What follows belongs to an exercise in optimizing a design on an open flow for a short achievable clock period and few clock cycles; a production flow would make more cautious choices. Where RTL was checked, it was by simulation tests only, not by an equivalence proof against the original. The RTL of run 4 was laid out without a check of its function. Power is estimated from default activity; no workload was simulated.

[config.mk]
export PLATFORM = sky130hd
export DESIGN_NAME = PipelinedProcessor
export DESIGN_NICKNAME = PipelinedProcessor
export VERILOG_FILES = /design/flow/design.v
export SDC_FILE = /design/flow/constraint.sdc
export NUM_CORES = 4
export LEC_CHECK = 0
export ABC_CLOCK_PERIOD_IN_PS = 1500
export CAP_MARGIN = 20
export CORE_MARGIN = 2
export CORE_UTILIZATION = 40
export SETUP_SLACK_MARGIN = 3.7
export SLEW_MARGIN = 20
export TNS_END_PERCENT = 100
[flow/abc_speed.script]
strash
dch
map -D 1500
buffer
upsize -D 1500
dnsize -D 1500
stime -p
[design.v]
module ALU (
    input [1:0] ctrl,
    input [7:0] in_1,
    input [7:0] in_2,
    output reg [7:0] out,
    output zero
);
    assign zero = (out == 0);
    always @(*) begin
        case (ctrl)
            0: out = in_1 & in_2;
            1: out = in_1 | in_2;
            2: out = in_1 + in_2;
            3: out = in_1 - in_2;
        endcase
    end
endmodule
module Mux2 (
    input select,
    input [7:0] in_1,
    input [7:0] in_2,
    output reg [7:0] out
);
    always @(*) begin
        case (select)
            0: out = in_1;
            1: out = in_2;
        endcase
    end
endmodule
module Mux4 (
    input [1:0] select,
    input [7:0] in_1,
    input [7:0] in_2,
    input [7:0] in_3,
    input [7:0] in_4,
    output reg [7:0] out
);
    always @(*) begin
        case (select)
            2'b00: out = in_1;
            2'b01: out = in_2;
            2'b10: out = in_3;
            2'b11: out = in_4;
        endcase
    end
endmodule
module Decoder (
    input [31:0] inst,
    output reg reg_write_enable,
    output reg [4:0] reg_read_addr_1,
    output reg [4:0] reg_read_addr_2,
    output reg [4:0] reg_write_addr,
    output reg data_write_enable,
    output reg [4:0] data_read_addr,
    output reg [4:0] data_write_addr,
    output reg [1:0] alu_ctrl,
    output reg reg_write_select,
    output reg branch,
    output reg [4:0] branch_offset
);
    always @(inst) begin
        casex ({inst[31:25], inst[14:12], inst[6:0]})
            17'bXXXXXXX_011_0000011: begin  
                reg_write_enable = 1'b1;
                reg_read_addr_1 = 5'b00000;
                reg_read_addr_2 = 5'b00000;
                reg_write_addr = inst[11:7];
                data_write_enable = 1'b0;
                data_read_addr = inst[19:15] + inst[24:20];
                data_write_addr = 5'b00000;
                alu_ctrl = 2'b00;
                reg_write_select = 1'b0;
                branch = 1'b0;
                branch_offset = 5'b00000;
            end
            17'bXXXXXXX_011_0100011: begin  
                reg_write_enable = 1'b0;
                reg_read_addr_1 = inst[24:20];
                reg_read_addr_2 = 5'b00000;  
                reg_write_addr = 5'b00000;
                data_write_enable = 1'b1;
                data_read_addr = 5'b00000;
                data_write_addr = inst[19:15] + inst[11:7];
                alu_ctrl = 2'b00;
                reg_write_select = 1'b0;
                branch = 1'b0;
                branch_offset = 5'b00000;
            end
            17'b0000000_111_0110011: begin  
                reg_write_enable = 1'b1;
                reg_read_addr_1 = inst[19:15];
                reg_read_addr_2 = inst[24:20];
                reg_write_addr = inst[11:7];
                data_write_enable = 1'b0;
                data_read_addr = 5'b00000;
                data_write_addr = 5'b00000;
                alu_ctrl = 2'b00;
                reg_write_select = 1'b1;
                branch = 1'b0;
                branch_offset = 5'b00000;
            end
            17'b0000000_110_0110011: begin  
                reg_write_enable = 1'b1;
                reg_read_addr_1 = inst[19:15];
                reg_read_addr_2 = inst[24:20];
                reg_write_addr = inst[11:7];
                data_write_enable = 1'b0;
                data_read_addr = 5'b00000;
                data_write_addr = 5'b00000;
                alu_ctrl = 2'b01;
                reg_write_select = 1'b1;
                branch = 1'b0;
                branch_offset = 5'b00000;
            end
            17'b0000000_000_0110011: begin  
                reg_write_enable = 1'b1;
                reg_read_addr_1 = inst[19:15];
                reg_read_addr_2 = inst[24:20];
                reg_write_addr = inst[11:7];
                data_write_enable = 1'b0;
                data_read_addr = 5'b00000;
                data_write_addr = 5'b00000;
                alu_ctrl = 2'b10;
                reg_write_select = 1'b1;
                branch = 1'b0;
                branch_offset = 5'b00000;
            end
            17'b0100000_000_0110011: begin  
                reg_write_enable = 1'b1;
                reg_read_addr_1 = inst[19:15];
                reg_read_addr_2 = inst[24:20];
                reg_write_addr = inst[11:7];
                data_write_enable = 1'b0;
                data_read_addr = 5'b00000;
                data_write_addr = 5'b00000;
                alu_ctrl = 2'b11;
                reg_write_select = 1'b1;
                branch = 1'b0;
                branch_offset = 5'b00000;
            end
            17'bXXXXXXX_000_1100011: begin  
                reg_write_enable = 1'b0;
                reg_read_addr_1 = inst[19:15];
                reg_read_addr_2 = inst[24:20];
                reg_write_addr = 5'b00000;
                data_write_enable = 1'b0;
                data_read_addr = 5'b00000;
                data_write_addr = 5'b00000;
                alu_ctrl = 2'b11;
                reg_write_select = 1'b0;
                branch = 1'b1;
                branch_offset = {inst[25], inst[11:8]} >> 1;
            end
            default: begin
                reg_write_enable = 1'b0;
                reg_read_addr_1 = 5'b00000;
                reg_read_addr_2 = 5'b00000;
                reg_write_addr = 5'b00000;
                data_write_enable = 1'b0;
                data_read_addr = 5'b00000;
                data_write_addr = 5'b00000;
                alu_ctrl = 2'b00;
                reg_write_select = 1'b0;
                branch = 1'b0;
                branch_offset = 5'b00000;
            end
        endcase
    end
endmodule
module DataHazardCtrl (
    input clk,
    input ex_mem_reg_write_enable,
    input [4:0] ex_mem_reg_write_addr,
    input mem_wb_reg_write_enable,
    input [4:0] mem_wb_reg_write_addr,
    input wb_reg_write_enable,
    input [4:0] wb_reg_write_addr,
    input [4:0] id_ex_reg_read_addr_1,
    input [4:0] id_ex_reg_read_addr_2,
    input id_ex_reg_write_enable,
    input id_ex_reg_write_select,
    input [4:0] id_ex_reg_write_addr,
    input [31:0] if_id_inst,
    output reg [1:0] forward_1,
    output reg [1:0] forward_2,
    output reg stall
);
    always @(*) begin
        if (ex_mem_reg_write_enable
            && (ex_mem_reg_write_addr != 0)
            && (ex_mem_reg_write_addr == id_ex_reg_read_addr_1)) begin
            forward_1 = 2'b01;
        end else if (mem_wb_reg_write_enable
            && (mem_wb_reg_write_addr != 0)
            && (mem_wb_reg_write_addr == id_ex_reg_read_addr_1)) begin
            forward_1 = 2'b10;
        end else if (wb_reg_write_enable
            && (wb_reg_write_addr != 0)
            && (wb_reg_write_addr == id_ex_reg_read_addr_1)) begin
            forward_1 = 2'b11;
        end else begin
            forward_1 = 2'b00;
        end
        if (ex_mem_reg_write_enable
            && (ex_mem_reg_write_addr != 0)
            && (ex_mem_reg_write_addr == id_ex_reg_read_addr_2)) begin
            forward_2 = 2'b01;
        end else if (mem_wb_reg_write_enable
            && (mem_wb_reg_write_addr != 0)
            && (mem_wb_reg_write_addr == id_ex_reg_read_addr_2)) begin
            forward_2 = 2'b10;
        end else if (wb_reg_write_enable
            && (wb_reg_write_addr != 0)
            && (wb_reg_write_addr == id_ex_reg_read_addr_2)) begin
            forward_2 = 2'b11;
        end else begin
            forward_2 = 2'b00;
        end
        if ((id_ex_reg_write_enable && !id_ex_reg_write_select)
            && ((id_ex_reg_write_addr == if_id_inst[19:15])
            || (id_ex_reg_write_addr == if_id_inst[24:20]))) begin
            stall = 1;
        end else begin
            stall = 0;
        end
    end
endmodule
module Register (
    input clk,
    input rst,
    input write_enable,
    input [4:0] read_addr_1,
    input [4:0] read_addr_2,
    input [4:0] write_addr,
    input [7:0] write_data,
    output [7:0] read_data_1,
    output [7:0] read_data_2
);
    reg [7:0] mem [0:31];
    integer i;
    assign read_data_1 = mem[read_addr_1];
    assign read_data_2 = mem[read_addr_2];
    always @(posedge clk) begin
        if (rst) begin
            for (i = 0; i < 32; i = i + 1) begin
                mem[i] <= 0;
            end
        end else if (write_enable && (write_addr != 0)) begin
            mem[write_addr] <= write_data;
        end
    end
endmodule
module PipelinedProcessor (
    input clk,
    input rst,
    output [4:0] imem_addr,
    input [31:0] imem_data,
    output [4:0] dmem_raddr,
    input [7:0] dmem_rdata,
    output dmem_we,
    output [4:0] dmem_waddr,
    output [7:0] dmem_wdata
);
    reg [4:0] pc;                 
    reg [4:0] pc_o;               
    reg [31:0] bt_taken;          
    reg [4:0] bt_target [0:31];   
    assign imem_addr = pc_o;
    wire f_pred = bt_taken[pc];
    wire [4:0] f_tgt = bt_target[pc];
    wire [4:0] t_next = f_pred ? f_tgt : pc + 5'd1;
    wire [4:0] t_next_o = f_pred ? f_tgt : pc_o + 5'd1;
    reg        e_kill;
    reg        e_wr;         
    reg [4:0]  e_rd;
    reg        e_st;         
    reg        e_late;       
    reg        e_ldf;        
    reg        e_br;         
    reg        e_m_eq;       
    reg        e_m_ne;       
    reg        e_and, e_or, e_ld;            
    reg        e_s0, e_s1, e_s2, e_s3;       
    reg        e_c0, e_c1, e_c2, e_c3;       
    reg [7:0]  e_a, e_b;
    reg [7:0]  e_bx;         
    reg        e_fa, e_fb;   
    reg        e_q0, e_q1, e_q2, e_q3;       
    reg [4:0]  e_ld_addr;
    reg [4:0]  e_ldx;        
    reg [4:0]  e_st_addr;
    reg [4:0]  e_pc;
    reg [4:0]  e_target;
    reg [4:0]  e_fix;        
    reg        w_wr;
    reg [4:0]  w_rd;
    reg [7:0]  r;            
    reg        o_we;
    reg [4:0]  o_waddr;
    reg [7:0]  o_wdata;
    reg        w_br;         
    reg        w_taken;
    reg [4:0]  w_pc;
    reg [4:0]  w_target;
    reg [7:0] rf [1:31];
    wire [31:0] inst = imem_data;
    wire [6:0] op  = inst[6:0];
    wire [2:0] f3  = inst[14:12];
    wire [6:0] f7  = inst[31:25];
    wire [4:0] rd  = inst[11:7];
    wire [4:0] rs1 = inst[19:15];
    wire [4:0] rs2 = inst[24:20];
    wire is_ld  = (f3 == 3'b011) && (op == 7'b0000011);
    wire is_sd  = (f3 == 3'b011) && (op == 7'b0100011);
    wire is_beq = (f3 == 3'b000) && (op == 7'b1100011);
    wire rr     = (op == 7'b0110011) && (f7[6] == 1'b0) && (f7[4:0] == 5'b00000);
    wire is_and = rr && (f7[5] == 1'b0) && (f3 == 3'b111);
    wire is_or  = rr && (f7[5] == 1'b0) && (f3 == 3'b110);
    wire is_add = rr && (f7[5] == 1'b0) && (f3 == 3'b000);
    wire is_sub = rr && (f7[5] == 1'b1) && (f3 == 3'b000);
    wire is_ar  = is_add || is_sub;
    wire f_wr = (is_ld || is_and || is_or || is_ar) && (rd != 5'd0);
    wire [4:0] ld_addr = rs1 + rs2;
    wire [4:0] st_addr = rs1 + rd;
    wire [4:0] target = {pc[4:1] + {inst[25], inst[11:9]}, pc[0]};
    wire [4:0] pc1 = pc + 5'd1;
    wire same = (rs1 == rs2);
    wire uncond = is_beq && same;
    wire [4:0] f_next = uncond ? target : t_next;
    wire [4:0] f_next_o = uncond ? target : t_next_o;
    wire [7:0] rf_a = (rs1 == 5'd0) ? 8'd0 : rf[rs1];
    wire [7:0] rf_b = (rs2 == 5'd0) ? 8'd0 : rf[rs2];
    wire [7:0] rd_a = (w_wr && (w_rd == rs1)) ? r : rf_a;
    wire [7:0] rd_b = (w_wr && (w_rd == rs2)) ? r : rf_b;
    wire e_wr_v = e_wr && !e_kill;
    wire fa = e_wr_v && (e_rd == rs1);
    wire fb = e_wr_v && (e_rd == rs2);
    wire prev_late = e_st && e_late && !e_kill;
    wire f_late = fb || prev_late;
    function [7:0] add8;
        input [7:0] x;
        input [7:0] y;
        input c;
        reg [7:0] g, p, g1, p1, g2, p2, g3;
        integer k;
        begin
            g = x & y;
            p = x ^ y;
            g1[0] = g[0] | (p[0] & c);
            p1[0] = 1'b0;
            for (k = 1; k < 8; k = k + 1) begin
                g1[k] = g[k] | (p[k] & g[k-1]);
                p1[k] = p[k] & p[k-1];
            end
            g1[1] = g1[1] | (p1[1] & c);
            p1[1] = 1'b0;
            for (k = 0; k < 8; k = k + 1) begin
                if (k < 2) begin
                    g2[k] = g1[k];
                    p2[k] = 1'b0;
                end else begin
                    g2[k] = g1[k] | (p1[k] & g1[k-2]);
                    p2[k] = p1[k] & p1[k-2];
                end
            end
            for (k = 0; k < 8; k = k + 1) begin
                if (k < 4) g3[k] = g2[k];
                else g3[k] = g2[k] | (p2[k] & g2[k-4]);
            end
            add8 = p ^ {g3[6:0], c};
        end
    endfunction
    wire [7:0] sum0 = add8(e_a, e_bx, e_c0);
    wire [7:0] sum1 = add8(r, e_bx, e_c1);
    wire [7:0] sum2 = add8(e_a, r ^ {8{e_c2}}, e_c2);
    wire [7:0] sum3 = add8(r, r ^ {8{e_c3}}, e_c3);
    wire [7:0] a = e_fa ? r : e_a;
    wire [7:0] b = e_fb ? r : e_b;
    wire ld_fwd = e_ldf && (e_ldx == 5'd0);
    wire [7:0] ld_data = ld_fwd ? o_wdata : dmem_rdata;
    wire [7:0] res = ({8{e_and}} & (a & b)) | ({8{e_or}} & (a | b)) |
                     ({8{e_s0}} & sum0) | ({8{e_s1}} & sum1) |
                     ({8{e_s2}} & sum2) | ({8{e_s3}} & sum3) |
                     ({8{e_ld}} & ld_data);
    wire eq_ab = (e_a == e_b);
    wire eq_rb = (r == e_b);
    wire eq_ar = (e_a == r);
    wire eq = (e_q0 & eq_ab) | (e_q1 & eq_rb) | (e_q2 & eq_ar) | e_q3;
    wire e_miss = !e_kill && ((e_m_eq & eq) | (e_m_ne & ~eq));
    assign dmem_raddr = e_ld_addr;
    assign dmem_we = o_we;
    assign dmem_waddr = o_waddr;
    assign dmem_wdata = o_wdata;
    integer i;
    always @(posedge clk) begin
        if (rst) begin
            pc <= 5'd0;
            pc_o <= 5'd0;
            e_kill <= 1'b1;
            w_wr <= 1'b0;
            o_we <= 1'b0;
            w_br <= 1'b0;
            bt_taken <= 32'd0;
            for (i = 1; i < 32; i = i + 1) rf[i] <= 8'd0;
        end else begin
            pc <= e_miss ? e_fix : f_next;
            pc_o <= e_miss ? e_fix : f_next_o;
            e_kill <= e_miss;
            w_wr <= e_wr_v;
            o_we <= prev_late || (is_sd && !f_late && !e_miss);
            w_br <= e_br && !e_kill;
            if (w_wr) rf[w_rd] <= r;
            if (w_br) bt_taken[w_pc] <= w_taken;
        end
        if (w_br) bt_target[w_pc] <= w_target;
        e_wr <= f_wr;
        e_st <= is_sd;
        e_late <= f_late;
        e_ldf <= prev_late;
        e_br <= is_beq && !same;
        e_m_eq <= is_beq && !same && !f_pred;
        e_m_ne <= is_beq && !same && f_pred;
        e_rd <= rd;
        e_and <= is_and;
        e_or <= is_or;
        e_ld <= is_ld;
        e_s0 <= is_ar && !fa && !fb;
        e_s1 <= is_ar && fa && !fb;
        e_s2 <= is_ar && !fa && fb;
        e_s3 <= is_ar && fa && fb;
        e_c0 <= is_sub && !fa && !fb;
        e_c1 <= is_sub && fa && !fb;
        e_c2 <= is_sub && !fa && fb;
        e_c3 <= is_sub && fa && fb;
        e_a <= rd_a;
        e_b <= rd_b;
        e_bx <= rd_b ^ {8{is_sub}};
        e_fa <= fa;
        e_fb <= fb;
        e_q0 <= !fa && !fb;
        e_q1 <= fa && !fb;
        e_q2 <= !fa && fb;
        e_q3 <= fa && fb;
        e_ld_addr <= ld_addr;
        e_ldx <= ld_addr ^ e_st_addr;
        e_st_addr <= st_addr;
        e_pc <= pc;
        e_target <= target;
        e_fix <= f_pred ? pc1 : target;
        w_rd <= e_rd;
        r <= res;
        o_waddr <= prev_late ? e_st_addr : st_addr;
        o_wdata <= prev_late ? b : rd_b;
        w_taken <= eq;
        w_pc <= e_pc;
        w_target <= e_target;
    end
endmodule
[constraint.sdc]
create_clock -name core_clock -period 5.5 [get_ports {clk}]
set_input_delay 1.1000 -clock core_clock [delete_from_list [all_inputs] [get_ports {clk}]]
set_output_delay 1.1000 -clock core_clock [all_outputs]
set_load 0.01 [all_outputs]
[flow/run.sh]
#!/bin/bash
# Own layout flow: the standard ORFS flow (standard.sh), unchanged except
# that ABC maps the logic with a delay-driven script (flow/abc_speed.script,
# classic "map -D" with buffering and sizing) and the resizer may swap a
# cell for one with another footprint. Registers are mapped exactly as in the
# standard synthesis (the ABC step only touches combinational logic).
set -euo pipefail
W=$PWD
rm -rf "$W/scripts_mod"
mkdir -p "$W/scripts_mod"
cp -r "$FLOW_HOME/scripts/." "$W/scripts_mod/"
cp "$W/flow/abc_speed.script" "$W/scripts_mod/abc_speed.script"
sed "s|CLKGATE_MAP_FILE= |CLKGATE_MAP_FILE= SCRIPTS_DIR=$W/scripts_mod MATCH_CELL_FOOTPRINT=0 |" "$W/standard.sh" > "$W/standard_mod.sh"
grep -q "SCRIPTS_DIR=$W/scripts_mod" "$W/standard_mod.sh"
bash "$W/standard_mod.sh" finish > "$W/flow_make.log" 2>&1
test -s "$W/out/final.def"
[standard.sh]
#!/bin/bash
# synth_recipe.tcl (not shown) runs the flow's synth.tcl, then flattens the netlist and writes it again
# the make line also repeats each setting of config.mk as NAME=value (left out here)
make -C /OpenROAD-flow-scripts/flow DESIGN_CONFIG=/design/flow/config.mk WORK_HOME=/design/flow/orfs CLKGATE_MAP_FILE= SYNTH_SCRIPT=/design/flow/synth_recipe.tcl "${@:-finish}"
==> flow_metrics.py, run 1 <==
metrics = {
    "floorplan": {
        "die_area_um2": 72100,
        "start_util_pct": 40.6,
        "die_h_um": 268,
        "die_w_um": 268,
        "core-area_um2": 68900,
        "io_pins": 66,
        "row_count": 96,
    },
    "pwr": {
        "switching_power_mw": 4.40,
        "cellInternalPower_mw": 8.94,
        "cellLeakagePower_nw": 14.4,
        "swShare_pct": 33.0,
        "peakVddDrop_v": 0.000359,
        "power.density_nw_per_um2": 327,
        "total_power_mw": 13.3,
        "p_clk_share_pct": 32.2,
        "pwr-share-seq_pct": 39.5,
        "combPwrFrac_pct": 28.3,
    },
    "finish": {
        "fin_area_um2": 40700,
        "drive_gt1_share_pct": 35.5,
        "fin_nets": 3481,
        "syn_to_final_growth_pct": 45.7,
    },
    "routing": {
        "drt_wl_total_um": 119000,
        "ant_nets": 0,
        "drc": 0,
        "post_drt_wl_per_cell_um": 27.2,
        "num_vias": 27100,
        "drtIter0Drc": 3707,
        "firstDrtPassIters": 6,
        "via_per_inst": 6.19,
    },
    "clocking": {
        "clockBufferDepth": 3,
        "cts_tree": "yes",
        "clock_latency_ps": 690,
        "clock-sinks": 580,
        "cts_buffers": 61,
        "cts-root-buf": "clkbuf_16",
        "h-tree-depth": 2,
        "cts.clk_slew.worst_paths_ps": 70,
    },
    "critical_path": {
        "r2r_slack_ps": 3170,
        "r2r-start": "e_a[3]",
        "cp_top_family": "simple AND/OR/NAND/NOR gates",
        "critPathBufInv": 3,
        "crit_chain": "inv_1 -> o22ai_1 -> a21oi_1 -> nand4_1 -> nand4_4 -> or2_1 -> nand3_2 -> clkinv_4 -> nor4_4 -> buf_6 -> a22oi_2 -> a21oi_2",
        "crit_slowest_cell": "dfxtp_1",
        "slowest_delay_ps": 490,
        "required_ps": 6120,
        "critical_path_class": "reg2reg",
        "worstReg2RegEnd": "pc_o[4]",
        "worst_r2r_path_depth": 12,
        "startpoint_type": "flip-flop",
        "end_kind": "flip-flop",
        "cp_max_fo": 7,
        "arrival_ps": 2950,
    },
    "grt": {
        "gr-total-overflow": 0,
        "track_usage_pct": 31.4,
        "antenna_found_initial": 5,
        "grt_pass1_wl_um": 166000,
        "grt_max_degree": 64,
        "grt_pass1_vias": 25500,
    },
    "synthesis": {
        "synth_edf_count": 416,
        "avgSynthCellArea_um2": 9.17,
        "synth_ff_type": "edfxtp_1",
        "seq_area_frac_synth_pct": 56.4,
        "netlist_instances": 3052,
        "synth_seq_cells": 580,
        "synth_area_um2": 28000,
        "yosys_warnings": 1,
        "syn-num-nets": 3144,
        "synthArstFlopShare_pct": 0,
        "yosysUniqueCellTypes": 49,
    },
    "sta": {
        "period_needed_ps": 2330,
        "tns_ps": 0,
        "max_slew_margin_pct": 51.9,
        "rsz0062_at_grt": "true",
        "finalHoldViolations": 0,
        "hold_ws_ps": 325,
        "tightest_slew_ps": 722,
        "clock.fmax_ghz": 0.429,
        "report.final.setup_viol": 0,
        "fin_crit_sh_pct": 42.4,
        "slew_violations": 0,
        "skew_ps": 76.3,
    },
    "worst_hold_path": {
        "hp-class": "reg2reg",
        "hp-start": "e_pc[2]",
        "hold_depth": 0,
        "hold_end": "w_pc[2]",
    },
    "run_status": {
        "outcome": "finished clean",
    },
    "job": {
        "cap_violations": 0,
    },
    "placed_design": {
        "hpwl_um": 64400,
        "portBuffers": 65,
        "dpl-instance-area_um2": 30000,
        "place_congestion": 0.953,
    },
}
[power by group through the flow]
| stage | Combinational, mW | Sequential [mW] | Clock (mW) |
|---|---|---|---|
| after CTS | 3.28 | 5.25 | 4.31 |
| final | 3.77 | 5.27 | 4.30 |
| after detailed placement | 2.26 | 5.35 | 0 |
| after floorplan | 1.48 | 5.32 | 0 |
| after global routing | 3.96 | 5.28 | 4.50 |
| after global placement | 2.23 | 5.34 | 0 |
[registers in the layout, indices dropped and copies added, names as in the netlist, 8 cells and up]
signal and cells:
e_a 8, rf 256, r 8, bt_taken 32, e_bx 8, e_b 8, bt_target 160, o_wdata 8
[layout by cell type (no fill, tap or decap), drive strengths merged, types with 19 or more instances in the layout]
master / synthesis / routed
o211ai: 26 / 26
a22oi: 19 / 19
inv: 149 / 138
edfxtp: 416 / 416
dfxtp: 164 / 164
clkinv: 5 / 37
clkinvlp: 0 / 28
o22ai: 71 / 71
nand2: 324 / 327
o221ai: 88 / 88
nand3: 135 / 135
a31oi: 37 / 37
nor2: 661 / 661
clkbuf: 157 / 115
o21ai: 407 / 407
buf: 36 / 384
a21oi: 106 / 107
nor3: 68 / 68
ha: 45 / 45
xor2: 49 / 49
[worst max-delay path by stage]
stage | from | to | depth (start not counted) | slack, ps
2_1_floorplan | rst | rf[12][0] | 6 | 3110
3_3_place_gp | imem_data[22] | e_c3 | 9 | 1140
3_5_place_dp | imem_data[22] | e_s2 | 9 | 1110
4_1_cts | pc_o[1] | imem_addr[1] | 1 | 3200
5_1_grt | e_a[3] | pc_o[0] | 12 | 3120
6_report | e_a[3] | pc_o[4] | 12 | 3170
[kinds of logic (layout without fill, tap and decap cells)]
logic type,count (synthesis),count (layout),synth area share (%)
AOI/OAI and AO/OA,796,797,16.9
xor gates and xnor gates,63,63,1.97
adders and majority gates,50,50,2.37
buffers and inverters,347,731,4.80
DFF,580,580,56.4
other,0,2,0
and+or+nand+nor,1216,1219,17.6
[what timing repair did]
item                                    4_1_cts  5_1_grt
hold buffers                                  0        0
buffers inserted                            208      100
pin swaps                                   202      183
gates cloned                                 57        5
endpoints found under the setup margin      819      630
gates resized for setup                     888      461
[cell type report]
| type | count | area, µm² |
|---|---|---|
| Antenna cell | 2 | 5.00 |
| Clock buffer | 77 | 1690 |
| Clock inverter | 37 | 412 |
| Fill cell | 5516 | 28200 |
| Inverter | 154 | 863 |
| Multi-Input combinational cell | 2129 | 15100 |
| Sequential cell | 580 | 15900 |
| Tap cell | 931 | 1160 |
| Timing Repair Buffer | 446 | 5450 |
| Timing Repair inverter | 17 | 180 |
[layer usage]
layer | global-route usage [%] | wire length, µm | up-vias
li1 | - | - | 11600
met1 | 39.3 | 43900 | 13100
met2 | 50.4 | 54500 | 1866
met3 | 6.73 | 12700 | 490
met4 | 18.3 | 7880 | 6
met5 | 0 | 39 | -
[synth_stat cells, types with 37 or more instances]
cell type | n | area, µm²
nor2_1 | 660 | 2480
edfxtp_1 | 416 | 12500
o21ai_0 | 403 | 2020
nand2_1 | 324 | 1220
dfxtp_1 | 164 | 3280
clkbuf_1 | 157 | 589
inv_1 | 144 | 541
nand3_1 | 134 | 671
a21oi_1 | 105 | 526
o221ai_1 | 88 | 771
o22ai_1 | 71 | 444
nor3_1 | 67 | 335
xor2_1 | 49 | 429
ha_1 | 45 | 563
a31oi_1 | 37 | 231
[metrics by stage]
step                      std cells  util (%)  setup slack [ps]
after floorplan                3052         -              3110
after global placement         3887      43.5              1140
after detailed placement       3887      43.5              1110
after CTS                      4266      54.9              3200
after global routing           4371      59.1              3120
final                          4373      59.1              3170
Testbench counts, summed over its fixed seeds: cycles 21,025.
==> run 2: changes to the inputs <==
--- a/config.mk
+++ b/config.mk
@@ -8,7 +8,8 @@
 export ABC_CLOCK_PERIOD_IN_PS = 1500
 export CAP_MARGIN = 20
 export CORE_MARGIN = 2
-export CORE_UTILIZATION = 40
+export CORE_UTILIZATION = 45
+export PLACE_DENSITY = 0.7
 export SETUP_SLACK_MARGIN = 3.7
 export SLEW_MARGIN = 20
 export TNS_END_PERCENT = 100
==> run 2 against run 1 <==
  * Combinational power fell by 5.6%
  * Fmax is 12% lower
  * Largest cell class unchanged
  * Cell area is 5.3% lower
  * Clock power down 4%
  * Sequential share of layout area increased by 2.2 points
  * Via count increased by 1.3%
  * Still clean on timing, DRC and antenna
  * Sequential power about the same
==> flow_metrics.py, run 2 <==
metrics = {
    "clocking": {
        "clock-sinks": 580,
        "clock_latency_ps": 690,
        "cts.clk_slew.worst_paths_ps": 70,
        "cts_buffers": 60,
        "clockBufferDepth": 3,
        "cts-root-buf": "clkbuf_16",
        "cts_tree": "yes",
        "h-tree-depth": 2,
    },
    "critical_path": {
        "end_kind": "flip-flop",
        "required_ps": 6070,
        "critical_path_class": "in2reg",
        "startpoint_type": "primary input",
        "cp_max_fo": 10,
        "arrival_ps": 3220,
    },
    "floorplan": {
        "die_w_um": 253,
        "row_count": 91,
        "start_util_pct": 45.4,
        "io_pins": 66,
        "core-area_um2": 61600,
        "die_h_um": 253,
        "die_area_um2": 64200,
    },
    "synthesis": {
        "synth_commonest_cells": "nor2_1, edfxtp_1, o21ai_0, nand2_1, dfxtp_1",
        "netlist_instances": 3052,
        "yosys.area.top_type": "edfxtp_1",
        "yosys_warnings": 1,
        "syn-num-nets": 3144,
        "synth_top_area_share_pct": 44.7,
        "synth_edf_count": 416,
        "synth_ff_type": "edfxtp_1",
        "synth_area_um2": 28000,
        "synthArstFlopShare_pct": 0,
        "yosysUniqueCellTypes": 49,
        "synth.area.top_cells": "edfxtp_1, dfxtp_1, nor2_1",
        "avgSynthCellArea_um2": 9.17,
        "seq_area_frac_synth_pct": 56.4,
        "synth.most_common_cell": "nor2_1",
        "synth_seq_cells": 580,
    },
    "sta": {
        "skew_ps": 47.4,
        "report.final.setup_viol": 0,
        "max_slew_margin_pct": 28.8,
        "tightest_slew_ps": 1060,
        "worst_slack_ps": 2850,
        "period_needed_ps": 2650,
        "clock.fmax_ghz": 0.377,
        "finalHoldViolations": 0,
        "tns_ps": 0,
        "fin_crit_sh_pct": 48.2,
        "slew_violations": 0,
        "rsz0062_at_grt": "true",
    },
    "placed_design": {
        "hpwl_um": 60800,
        "place_congestion": 0.990,
        "portBuffers": 65,
        "dpl_worst_slack_ps": 1450,
    },
    "finish": {
        "syn_to_final_growth_pct": 38.0,
        "final_common_cell": "nor2_1",
        "drive_gt1_share_pct": 30.7,
        "largestRegisters": "rf (256), bt_target (160), bt_taken (32)",
        "final_util_pct": 62.7,
        "fin_nets": 3399,
        "top_register": "rf",
        "layout_common_cells": "nor2_1, edfxtp_1, o21ai_0",
        "largest_reg_flops": 256,
    },
    "run_status": {
        "outcome": "finished clean",
    },
    "pwr": {
        "cellLeakagePower_nw": 13.9,
        "pwr-share-seq_pct": 40.8,
        "peakVddDrop_v": 0.000316,
        "power.density_nw_per_um2": 336,
        "p_clk_share_pct": 31.7,
        "combPwrFrac_pct": 27.5,
        "swShare_pct": 33.8,
        "switching_power_mw": 4.39,
        "cellInternalPower_mw": 8.58,
    },
    "grt": {
        "grt_max_degree": 64,
        "gr-total-overflow": 0,
        "antenna_found_initial": 7,
        "track_usage_pct": 33.4,
        "grt_pass1_vias": 25200,
        "grt_pass1_wl_um": 159000,
    },
    "routing": {
        "via_per_inst": 6.53,
        "drt_wl_total_um": 118000,
        "drc": 0,
        "post_drt_wl_per_cell_um": 28.1,
        "firstDrtPassIters": 7,
        "num_vias": 27400,
        "ant_nets": 0,
        "drtIter0Drc": 4431,
    },
    "worst_hold_path": {
        "hp-class": "reg2reg",
    },
    "job": {
        "cap_violations": 0,
    },
}
-- run 2: final cells by class --
cell class              instances  area, µm²
clock buffers                  66       1540
multi-input cells            2128      14200
repair buffers                365       4320
flip-flops and latches        580      15900
fillers                      4536      23000
inverters                     154        875
diodes                          2       5.00
repair inverters               18        236
well taps                     837       1050
clock inverters                47        409
-- run 2: path summary, 6_finish.rpt --
check | startpoint | endpoint | slack [ps] | cells after the start
max | imem_data[15] | e_a[4] | 2850 | 11
max reg2reg | r[1] | pc_o[0] | 3090 | 13
min reg2reg | e_pc[1] | w_pc[1] | 320 | 0
min | e_pc[1] | w_pc[1] | 320 | 0
-- run 2: logic make-up after synthesis --
kind of cell | synth area share [%]
AOI/OAI and AO/OA | 16.9
DFF | 56.4
adders and majority gates | 2.37
and+or+nand+nor | 17.6
buffers and inverters | 4.80
xor gates and xnor gates | 1.97
-- run 2: metrics by stage --
| stage | power, mW | instances | hold slack [ps] | cell area (µm²) |
|---|---|---|---|---|
| after CTS | 12.2 | 4094 | 322 | 36000 |
| after global routing | 13.3 | 4195 | 336 | 38600 |
| after detailed placement | 7.60 | 3793 | 312 | 29900 |
| after floorplan | 6.80 | 3052 | 309 | 28900 |
| final | 13.0 | 4197 | 323 | 38600 |
| after global placement | 7.55 | 3793 | 310 | 29900 |
-- run 2: timing repair --
item                                    in CTS  in global routing
cloned                                      40                 12
resized for setup                          740                380
hold buffers                                 0                  0
pin swaps                                  172                166
hold endpoints to repair                     0                  0
endpoints found under the setup margin     816                540
buffers inserted                           148                 89
-- run 2: layer usage --
layer | global-route usage (%) | routed length [µm] | vias up | part of all wire (%)
li1 | - | - | 11400 | -
met1 | 40.6 | 39900 | 13000 | 34
met2 | 52.5 | 51900 | 2235 | 44
met3 | 10.2 | 16200 | 720 | 14
met4 | 19.4 | 9710 | 10 | 8.2
met5 | 0 | 178 | - | 0.15
-- run 2: power by group through the flow --
stage          combinational (mW)  sequential [mW]  clock, mW
2_1_floorplan                1.48             5.32          0
3_3_place_gp                 2.17             5.38          0
3_5_place_dp                 2.22             5.39          0
4_1_cts                      2.88             5.27       4.07
5_1_grt                      3.73             5.30       4.27
6_report                     3.56             5.29       4.11
-- run 2: critical path: stages --
cell and delay (ps):
buf_16 120, buf_4 120, buf_12 170, clkinv_16 120
clkbuf_16 190, o21ai_1 140, o22ai_2 90, o211ai_1 340
nand3_1 500, nand3_2 210, o21ai_1 100
==> run 3: changes to the inputs <==
--- a/flow/run.sh
+++ b/flow/run.sh
@@ -1,7 +1,7 @@
 #!/bin/bash
 # Own layout flow: the standard ORFS flow (standard.sh), unchanged except
 # that ABC maps the logic with a delay-driven script (flow/abc_speed.script,
-# classic "map -D" with buffering and sizing) and the resizer may swap a
+# classic "map -D 600" with buffering and sizing) and the resizer may swap a
 # cell for one with another footprint. Registers are mapped exactly as in the
 # standard synthesis (the ABC step only touches combinational logic).
 set -euo pipefail
==> flow/abc_speed.script (replaced) <==
strash
dch
map -D 600
buffer
upsize -D 600
dnsize -D 600
stime -p
--- a/config.mk
+++ b/config.mk
@@ -8,8 +8,7 @@
 export ABC_CLOCK_PERIOD_IN_PS = 1500
 export CAP_MARGIN = 20
 export CORE_MARGIN = 2
-export CORE_UTILIZATION = 45
-export PLACE_DENSITY = 0.7
+export CORE_UTILIZATION = 40
 export SETUP_SLACK_MARGIN = 3.7
 export SLEW_MARGIN = 20
 export TNS_END_PERCENT = 100
==> run 3 against run 2 <==
  * Setup slack gained 170 ps
  * Routed wire length is 10% higher
  * Global-route usage shrank 0.51 points
  * Total power is 9.8% higher
  * Critical path depth is 2 lower
  * Synthesized cell count rose by 5.2%
==> flow_metrics.py, run 3 <==
metrics = {
    "critical_path": {
        "worst_r2r_path_depth": 11,
        "cp_max_fo": 17,
        "path_depth": 9,
        "critPathBufInv": 3,
        "crit_chain": "buf_16 -> buf_12 -> clkbuf_16 -> o21ai_0 -> o21ai_2 -> o211ai_1 -> nand3_1 -> nand3_1 -> o21ai_1",
        "cp-startpoint": "imem_data[15]",
        "r2r_slack_ps": 3290,
        "crit_end": "e_a[5]",
        "required_ps": 6020,
        "cp_top_family": "compound AO/OA/AOI/OAI gates",
        "startpoint_type": "primary input",
        "r2r-start": "pc[0]",
        "end_kind": "flip-flop",
        "critical_path_class": "in2reg",
        "crit_slowest_cell": "o211ai_1",
        "cpMostUsedCell": "nand3_1",
        "slowest_delay_ps": 600,
        "worstReg2RegEnd": "pc[4]",
        "arrival_ps": 3000,
    },
    "floorplan": {
        "io_pins": 66,
        "row_count": 98,
        "core-area_um2": 71500,
        "die_area_um2": 74300,
        "start_util_pct": 40.4,
        "die_h_um": 273,
        "die_w_um": 273,
    },
    "synthesis": {
        "netlist_instances": 3211,
        "synth_seq_cells": 580,
        "synthArstFlopShare_pct": 0,
        "yosys_warnings": 1,
        "synth_ff_type": "edfxtp_1",
        "yosys.area.top_type": "edfxtp_1",
        "synth_commonest_cells": "nor2_1, nand2_1, edfxtp_1, o21ai_0, dfxtp_1",
        "yosysUniqueCellTypes": 66,
        "seq_area_frac_synth_pct": 54.7,
        "avgSynthCellArea_um2": 8.98,
        "synth_area_um2": 28800,
        "synth.most_common_cell": "nor2_1",
        "synth.area.top_cells": "edfxtp_1, dfxtp_1, nor2_1",
        "synth_edf_count": 416,
        "syn-num-nets": 3303,
        "synth_top_area_share_pct": 43.3,
    },
    "sta": {
        "fin_crit_sh_pct": 45.0,
        "tns_ps": 0,
        "max_slew_margin_pct": 40.0,
        "rsz0062_at_grt": "true",
        "tightest_slew_ps": 897,
        "report.final.setup_viol": 0,
        "slew_violations": 0,
        "period_needed_ps": 2480,
        "skew_ps": 40.9,
        "finalHoldViolations": 0,
        "clock.fmax_ghz": 0.404,
    },
    "routing": {
        "via_per_inst": 6.39,
        "num_vias": 28900,
        "drt_wl_total_um": 130000,
        "drtIter0Drc": 4653,
        "post_drt_wl_per_cell_um": 28.8,
        "ant_nets": 0,
        "drc": 0,
        "firstDrtPassIters": 12,
    },
    "clocking": {
        "postCtsHoldBufs": 0,
        "clock_latency_ps": 680,
        "cts_buffers": 60,
        "h-tree-depth": 2,
        "clock-sinks": 580,
        "cts-root-buf": "clkbuf_16",
        "cts.clk_slew.worst_paths_ps": 70,
        "clockBufferDepth": 3,
        "cts_tree": "yes",
    },
    "finish": {
        "largestRegisters": "rf (256), bt_target (160), bt_taken (32)",
        "syn_to_final_growth_pct": 44.4,
        "drive_gt1_share_pct": 34.8,
        "final_cells": 4521,
        "layout_common_cells": "nor2_1, edfxtp_1, nand2_1",
        "final_common_cell": "nor2_1",
        "final_util_pct": 58.3,
        "n_fill_cell": 5709,
        "fin_nets": 3609,
        "fin_area_um2": 41600,
        "largest_reg_flops": 256,
        "top_register": "rf",
    },
    "placed_design": {
        "hpwl_um": 66200,
        "place_congestion": 0.962,
        "post-place-cells": 4066,
        "portBuffers": 65,
        "dpl-instance-area_um2": 30800,
    },
    "pwr": {
        "cellLeakagePower_nw": 15.0,
        "peakVddDrop_v": 0.000317,
        "total_power_mw": 14.2,
        "power.density_nw_per_um2": 342,
    },
    "run_status": {
        "outcome": "finished clean",
    },
    "grt": {
        "grt_max_degree": 60,
        "gr-total-overflow": 0,
        "grt_pass1_wl_um": 180000,
        "antenna_found_initial": 6,
        "track_usage_pct": 32.9,
        "grt_pass1_vias": 26600,
    },
    "job": {
        "cap_violations": 0,
    },
    "worst_hold_path": {
        "hp-class": "reg2reg",
    },
}
[run 3: changes by cell type after synthesis, moves of 16 or more]
| cell | before | now |
|---|---|---|
| o21ai_0 | 403 | 351 |
| nand4_1 | 10 | 35 |
| nand2_1 | 324 | 451 |
| clkbuf_1 | 157 | 121 |
| xor2_1 | 49 | 33 |
| o21ai_1 | 4 | 41 |
| buf_2 | 33 | 63 |
[run 3: per-stage QoR]
stage	hold slack [ps]	worst slack (ps)
after global routing	327	3040
final	319	3020
after global placement	310	1640
after detailed placement	314	1540
after CTS	326	3240
after floorplan	309	3040
[run 3: worst reg2reg max path, cell delays in order (launching register included)]
cell,delay [ps]
dfxtp_4,360
buf_12,140
clkinv_16,90
buf_12,180
nor2_1,160
o22ai_2,90
o211ai_1,450
nand4_1,180
nand4_1,200
nand2_1,90
nand3_2,80
a31oi_1,70
[run 3: worst min-delay path by stage]
stage,slack (ps),start,end,depth (start not counted)
after floorplan,310,e_target[0],w_target[0],0
after global placement,310,e_pc[1],w_pc[1],0
after detailed placement,310,e_target[0],w_target[0],0
after CTS,330,e_pc[1],w_pc[1],0
after global routing,330,e_pc[4],w_pc[4],0
final,320,e_target[3],w_target[3],0
[run 3: cell type report]
cell class,instances,area [µm²],share of cell area [%]
inverters,160,907,2.18
repair inverters,32,538,1.29
clock buffers,78,1630,3.92
well taps,950,1190,2.85
multi-input cells,2277,15800,38.0
repair buffers,406,5290,12.7
clock inverters,34,325,0.781
diodes,4,10.0,0.0240
flip-flops and latches,580,15900,38.2
[run 3: cells by family (layout without fill, tap and decap cells)]
group | after synthesis | after routing | synth area share [%]
flops | 580 | 580 | 54.7
other cells | 0 | 4 | 0
xor+xnor | 51 | 51 | 1.55
simple gates | 1404 | 1406 | 20.4
fa+ha+maj | 50 | 50 | 2.30
compound gates | 770 | 770 | 16.0
buf+inv | 356 | 710 | 5.05
[run 3: where the power goes]
part | switching [mW] | internal [mW]
clock | 1.86 | 2.29
combinational | 2.93 | 1.75
sequential | 0.316 | 5.09
total | 5.11 | 9.13
[run 3: per-layer routing]
metal	vias to the layer above	wire length [µm]	GRT usage, %
li1	12000	-	-
met1	13700	45300	41.1
met2	2382	56900	50.8
met3	742	17100	9.24
met4	6	10900	19.7
met5	-	37	0.706
[run 3: what timing repair did]
item,4_1_cts,5_1_grt
setup endpoints to repair,810,527
pin swaps,199,233
hold endpoints to repair,0,0
resized for setup,1012,451
gates cloned,67,12
buffers inserted,170,90
==> run 4: changes to the inputs <==
--- a/design.v
+++ b/design.v
@@ -269,15 +269,13 @@
     assign imem_addr = pc_o;
     wire f_pred = bt_taken[pc];
     wire [4:0] f_tgt = bt_target[pc];
-    wire [4:0] t_next = f_pred ? f_tgt : pc + 5'd1;
-    wire [4:0] t_next_o = f_pred ? f_tgt : pc_o + 5'd1;
-    reg        e_kill;
+    wire [4:0] f_next = f_pred ? f_tgt : pc + 5'd1;
+    wire [4:0] f_next_o = f_pred ? f_tgt : pc_o + 5'd1;
     reg        e_wr;         
     reg [4:0]  e_rd;
     reg        e_st;         
-    reg        e_late;       
-    reg        e_ldf;        
     reg        e_br;         
+    reg        e_unc;        
     reg        e_m_eq;       
     reg        e_m_ne;       
     reg        e_and, e_or, e_ld;            
@@ -296,9 +294,9 @@
     reg        w_wr;
     reg [4:0]  w_rd;
     reg [7:0]  r;            
-    reg        o_we;
-    reg [4:0]  o_waddr;
-    reg [7:0]  o_wdata;
+    reg        w_st;
+    reg [4:0]  w_st_addr;
+    reg [7:0]  w_st_data;
     reg        w_br;         
     reg        w_taken;
     reg [4:0]  w_pc;
@@ -326,18 +324,12 @@
     wire [4:0] target = {pc[4:1] + {inst[25], inst[11:9]}, pc[0]};
     wire [4:0] pc1 = pc + 5'd1;
     wire same = (rs1 == rs2);
-    wire uncond = is_beq && same;
-    wire [4:0] f_next = uncond ? target : t_next;
-    wire [4:0] f_next_o = uncond ? target : t_next_o;
     wire [7:0] rf_a = (rs1 == 5'd0) ? 8'd0 : rf[rs1];
     wire [7:0] rf_b = (rs2 == 5'd0) ? 8'd0 : rf[rs2];
     wire [7:0] rd_a = (w_wr && (w_rd == rs1)) ? r : rf_a;
     wire [7:0] rd_b = (w_wr && (w_rd == rs2)) ? r : rf_b;
-    wire e_wr_v = e_wr && !e_kill;
-    wire fa = e_wr_v && (e_rd == rs1);
-    wire fb = e_wr_v && (e_rd == rs2);
-    wire prev_late = e_st && e_late && !e_kill;
-    wire f_late = fb || prev_late;
+    wire fa = e_wr && (e_rd == rs1);
+    wire fb = e_wr && (e_rd == rs2);
     function [7:0] add8;
         input [7:0] x;
         input [7:0] y;
@@ -377,8 +369,8 @@
     wire [7:0] sum3 = add8(r, r ^ {8{e_c3}}, e_c3);
     wire [7:0] a = e_fa ? r : e_a;
     wire [7:0] b = e_fb ? r : e_b;
-    wire ld_fwd = e_ldf && (e_ldx == 5'd0);
-    wire [7:0] ld_data = ld_fwd ? o_wdata : dmem_rdata;
+    wire ld_fwd = w_st && (e_ldx == 5'd0);
+    wire [7:0] ld_data = ld_fwd ? w_st_data : dmem_rdata;
     wire [7:0] res = ({8{e_and}} & (a & b)) | ({8{e_or}} & (a | b)) |
                      ({8{e_s0}} & sum0) | ({8{e_s1}} & sum1) |
                      ({8{e_s2}} & sum2) | ({8{e_s3}} & sum3) |
@@ -387,41 +379,43 @@
     wire eq_rb = (r == e_b);
     wire eq_ar = (e_a == r);
     wire eq = (e_q0 & eq_ab) | (e_q1 & eq_rb) | (e_q2 & eq_ar) | e_q3;
-    wire e_miss = !e_kill && ((e_m_eq & eq) | (e_m_ne & ~eq));
+    wire e_miss = (e_m_eq & eq) | (e_m_ne & ~eq);
     assign dmem_raddr = e_ld_addr;
-    assign dmem_we = o_we;
-    assign dmem_waddr = o_waddr;
-    assign dmem_wdata = o_wdata;
+    assign dmem_we = w_st;
+    assign dmem_waddr = w_st_addr;
+    assign dmem_wdata = w_st_data;
     integer i;
     always @(posedge clk) begin
         if (rst) begin
             pc <= 5'd0;
             pc_o <= 5'd0;
-            e_kill <= 1'b1;
+            e_wr <= 1'b0;
+            e_st <= 1'b0;
+            e_br <= 1'b0;
+            e_m_eq <= 1'b0;
+            e_m_ne <= 1'b0;
             w_wr <= 1'b0;
-            o_we <= 1'b0;
+            w_st <= 1'b0;
             w_br <= 1'b0;
             bt_taken <= 32'd0;
             for (i = 1; i < 32; i = i + 1) rf[i] <= 8'd0;
         end else begin
             pc <= e_miss ? e_fix : f_next;
             pc_o <= e_miss ? e_fix : f_next_o;
-            e_kill <= e_miss;
-            w_wr <= e_wr_v;
-            o_we <= prev_late || (is_sd && !f_late && !e_miss);
-            w_br <= e_br && !e_kill;
+            e_wr <= !e_miss && f_wr;
+            e_st <= !e_miss && is_sd;
+            e_br <= !e_miss && is_beq;
+            e_m_eq <= !e_miss && is_beq && !f_pred;
+            e_m_ne <= !e_miss && is_beq && (same ? !f_pred : f_pred);
+            w_wr <= e_wr;
+            w_st <= e_st;
+            w_br <= e_br;
             if (w_wr) rf[w_rd] <= r;
             if (w_br) bt_taken[w_pc] <= w_taken;
         end
         if (w_br) bt_target[w_pc] <= w_target;
-        e_wr <= f_wr;
-        e_st <= is_sd;
-        e_late <= f_late;
-        e_ldf <= prev_late;
-        e_br <= is_beq && !same;
-        e_m_eq <= is_beq && !same && !f_pred;
-        e_m_ne <= is_beq && !same && f_pred;
         e_rd <= rd;
+        e_unc <= same;
         e_and <= is_and;
         e_or <= is_or;
         e_ld <= is_ld;
@@ -450,9 +444,9 @@
         e_fix <= f_pred ? pc1 : target;
         w_rd <= e_rd;
         r <= res;
-        o_waddr <= prev_late ? e_st_addr : st_addr;
-        o_wdata <= prev_late ? b : rd_b;
-        w_taken <= eq;
+        w_st_addr <= e_st_addr;
+        w_st_data <= b;
+        w_taken <= e_unc || eq;
         w_pc <= e_pc;
         w_target <= e_target;
     end
--- a/flow/run.sh
+++ b/flow/run.sh
@@ -1,7 +1,7 @@
 #!/bin/bash
 # Own layout flow: the standard ORFS flow (standard.sh), unchanged except
 # that ABC maps the logic with a delay-driven script (flow/abc_speed.script,
-# classic "map -D 600" with buffering and sizing) and the resizer may swap a
+# classic "map -D" with buffering and sizing) and the resizer may swap a
 # cell for one with another footprint. Registers are mapped exactly as in the
 # standard synthesis (the ABC step only touches combinational logic).
 set -euo pipefail
==> flow/abc_speed.script (replaced) <==
strash
dch
map -D 1500
buffer
upsize -D 1500
dnsize -D 1500
stime -p
==> run 4 against run 3 <==
  * Fmax is 8.0% higher
  * Total power is 2.1% higher
  * Combinational power is essentially flat
  * Sequential share of layout area is 0.093 points higher
  * Die area down 3.5%
  * Area after synthesis shrank 3.5%
  * Non-clock buffer count grew 65
  * Hold slack better by 3.9 ps
  * Largest cell class unchanged
  * Setup slack improved by 180 ps
  * Cell area shrank 0.65%
  * Global-route usage fell by 0.81 points
==> flow_metrics.py, run 4 <==
metrics = {
    "job": {
        "cap_violations": 0,
    },
    "critical_path": {
        "cp_max_fo": 21,
        "worst_r2r_path_depth": 14,
        "path_depth": 11,
        "cpMostUsedCell": "buf_12",
        "worstReg2RegEnd": "pc_o[3]",
        "crit_end": "e_bx[2]",
        "r2r-start": "pc[1]",
        "critical_path_class": "in2reg",
        "required_ps": 6000,
        "arrival_ps": 2790,
        "crit_chain": "buf_12 -> buf_12 -> nor2_4 -> buf_12 -> buf_6 -> o21ai_0 -> o221ai_1 -> nand3_1 -> nand3_2 -> o21ai_2 -> xor2_1",
        "critPathBufInv": 4,
        "crit_slowest_cell": "nand3_1",
        "slowest_delay_ps": 260,
        "end_kind": "flip-flop",
        "r2r_slack_ps": 3280,
        "cp-startpoint": "imem_data[21]",
        "startpoint_type": "primary input",
        "cp_top_family": "buffers and inverters",
    },
    "synthesis": {
        "netlist_instances": 3037,
        "syn-num-nets": 3129,
        "synthArstFlopShare_pct": 0,
        "synth_area_um2": 27800,
        "avgSynthCellArea_um2": 9.17,
        "synth_commonest_cells": "nor2_1, edfxtp_1, o21ai_0, nand2_1, clkbuf_1",
        "synth_edf_count": 416,
        "synth_top_area_share_pct": 44.9,
        "synth.most_common_cell": "nor2_1",
        "synth_ff_type": "edfxtp_1",
        "yosys.area.top_type": "edfxtp_1",
        "yosysUniqueCellTypes": 47,
        "synth.area.top_cells": "edfxtp_1, dfxtp_1, nor2_1",
        "seq_area_frac_synth_pct": 56.5,
        "synth_seq_cells": 578,
        "yosys_warnings": 1,
    },
    "pwr": {
        "peakVddDrop_v": 0.000340,
        "switching_power_mw": 5.00,
        "combPwrFrac_pct": 32.1,
        "cellInternalPower_mw": 9.53,
        "swShare_pct": 34.4,
        "power.density_nw_per_um2": 351,
        "pwr-share-seq_pct": 37.3,
        "p_clk_share_pct": 30.7,
        "total_power_mw": 14.5,
        "cellLeakagePower_nw": 14.7,
    },
    "run_status": {
        "outcome": "finished clean",
    },
    "routing": {
        "via_per_inst": 6.22,
        "num_vias": 27200,
        "drtIter0Drc": 3693,
        "drt_wl_total_um": 122000,
        "post_drt_wl_per_cell_um": 27.8,
        "ant_nets": 0,
        "drc": 0,
        "firstDrtPassIters": 6,
    },
    "placed_design": {
        "place_congestion": 0.975,
        "hpwl_um": 63800,
        "post-place-cells": 3875,
        "dpl_worst_slack_ps": 1830,
        "dpl-instance-area_um2": 29800,
        "portBuffers": 65,
    },
    "sta": {
        "fin_crit_sh_pct": 41.7,
        "rsz0062_at_grt": "true",
        "skew_ps": 25.4,
        "max_slew_margin_pct": 55.3,
        "worst_slack_ps": 3210,
        "period_needed_ps": 2290,
        "report.final.setup_viol": 0,
        "finalHoldViolations": 0,
        "hold_ws_ps": 323,
        "tightest_slew_ps": 669,
        "tns_ps": 0,
        "slew_violations": 0,
        "clock.fmax_ghz": 0.436,
    },
    "finish": {
        "largest_reg_flops": 256,
        "layout_common_cells": "nor2_1, edfxtp_1, o21ai_0",
        "final_cells": 4378,
        "final_util_pct": 60.2,
        "fin_nets": 3488,
        "top_register": "rf",
        "final_common_cell": "nor2_1",
        "largestRegisters": "rf (256), bt_target (160), bt_taken (32)",
        "syn_to_final_growth_pct": 48.6,
        "fin_area_um2": 41400,
        "drive_gt1_share_pct": 37.1,
    },
    "grt": {
        "grt_max_degree": 59,
        "antenna_found_initial": 4,
        "gr-total-overflow": 0,
        "grt_pass1_wl_um": 169000,
        "grt_pass1_vias": 25600,
        "track_usage_pct": 32.1,
    },
    "floorplan": {
        "die_w_um": 268,
        "io_pins": 66,
        "start_util_pct": 40.5,
        "row_count": 96,
        "die_h_um": 268,
        "core-area_um2": 68700,
        "die_area_um2": 71700,
    },
    "clocking": {
        "clockBufferDepth": 3,
        "cts_tree": "yes",
        "clock_latency_ps": 630,
        "h-tree-depth": 3,
        "cts_buffers": 66,
        "cts.clk_slew.worst_paths_ps": 60,
        "cts-root-buf": "clkbuf_16",
        "clock-sinks": 578,
        "postCtsHoldBufs": 0,
    },
    "worst_hold_path": {
        "hold_depth": 0,
        "hp-class": "reg2reg",
    },
}
run 4: power groups by stage:
stage	Sequential (mW)	Clock [mW]	Combinational, mW
2_1_floorplan	5.39	0	1.81
3_3_place_gp	5.48	0	2.62
3_5_place_dp	5.48	0	2.65
4_1_cts	5.39	4.47	3.92
5_1_grt	5.43	4.67	4.89
6_report	5.42	4.45	4.66
run 4: cell families after synthesis:
logic type	share of synthesized area, %
compound gates	16.6
xor+xnor	2.14
simple gates	17.6
fa+ha+maj	2.38
flops	56.5
buf+inv	4.79
run 4: repair_timing:
item | in CTS | in global routing
endpoints found under the setup margin | 810 | 612
hold endpoints to repair | 0 | 0
gates cloned | 57 | 16
pin swaps | 209 | 222
resized for setup | 909 | 557
setup buffers | 211 | 100
run 4: layout make-up:
class | instances | area [µm²]
Antenna cell | 1 | 2.50
Clock buffer | 87 | 1790
Clock inverter | 31 | 370
Fill cell | 5406 | 27300
Inverter | 147 | 820
Multi-Input combinational cell | 2124 | 15300
Sequential cell | 578 | 15900
Tap cell | 931 | 1160
Timing Repair Buffer | 471 | 5950
Timing Repair inverter | 8 | 70.1
run 4: metal layers:
layer  wire (µm)  up-vias  share of wire, %  track usage, %
met2       55000     1960                45            50.5
met3       13100      575                11            7.93
li1            -    11600                 -               -
met1       44400    13100                36            39.9
met4        9240        2               7.6            19.7
met5          13        -             0.011               0
run 4: worst min path at each step:
stage	end	from	slack [ps]
2_1_floorplan	w_target[0]	e_target[0]	310
3_3_place_gp	w_pc[4]	e_pc[4]	310
3_5_place_dp	w_pc[2]	e_pc[2]	310
4_1_cts	w_target[0]	e_target[0]	330
5_1_grt	w_pc[2]	e_pc[2]	330
6_report	w_target[0]	e_target[0]	320

==> port drivers added, routing unchanged <==
How much do the figures lean on ideal ports? The routed layouts below were timed once more, with nothing changed but the port constraints. Step 1: set_driving_cell puts a clkbuf_16 on clk and a buf_2 on each other input, an assumption about the parent block. Step 2, shift: input delay + t, output delay - t, t = (earliest + latest rising clock arrival at the registers) / 2. This alone moves slack from input paths to output paths. Slacks: ideal / step 1 / step 2; pairs: ideal / step 1.
run	t (ns)	setup WS [ns]	worst hold slack (ns)	worst slew at a driven data input, ns
run 1	0.717	3.170 / 3.058 / 2.341	0.325 / 0.325 / 0.325	0.26
run 2	0.734	2.850 / 2.828 / 2.094	0.323 / 0.323 / 0.323	0.25
run 3	0.728	3.023 / 2.945 / 2.216	0.319 / 0.319 / 0.319	0.31
run 4	0.680	3.207 / 3.071 / 2.391	0.323 / 0.323 / 0.323	0.25
After both steps every run listed still meets setup and hold. The setup slack of run 1, which loses most, moves by -0.112 ns with the drivers and by -0.829 ns with both steps.
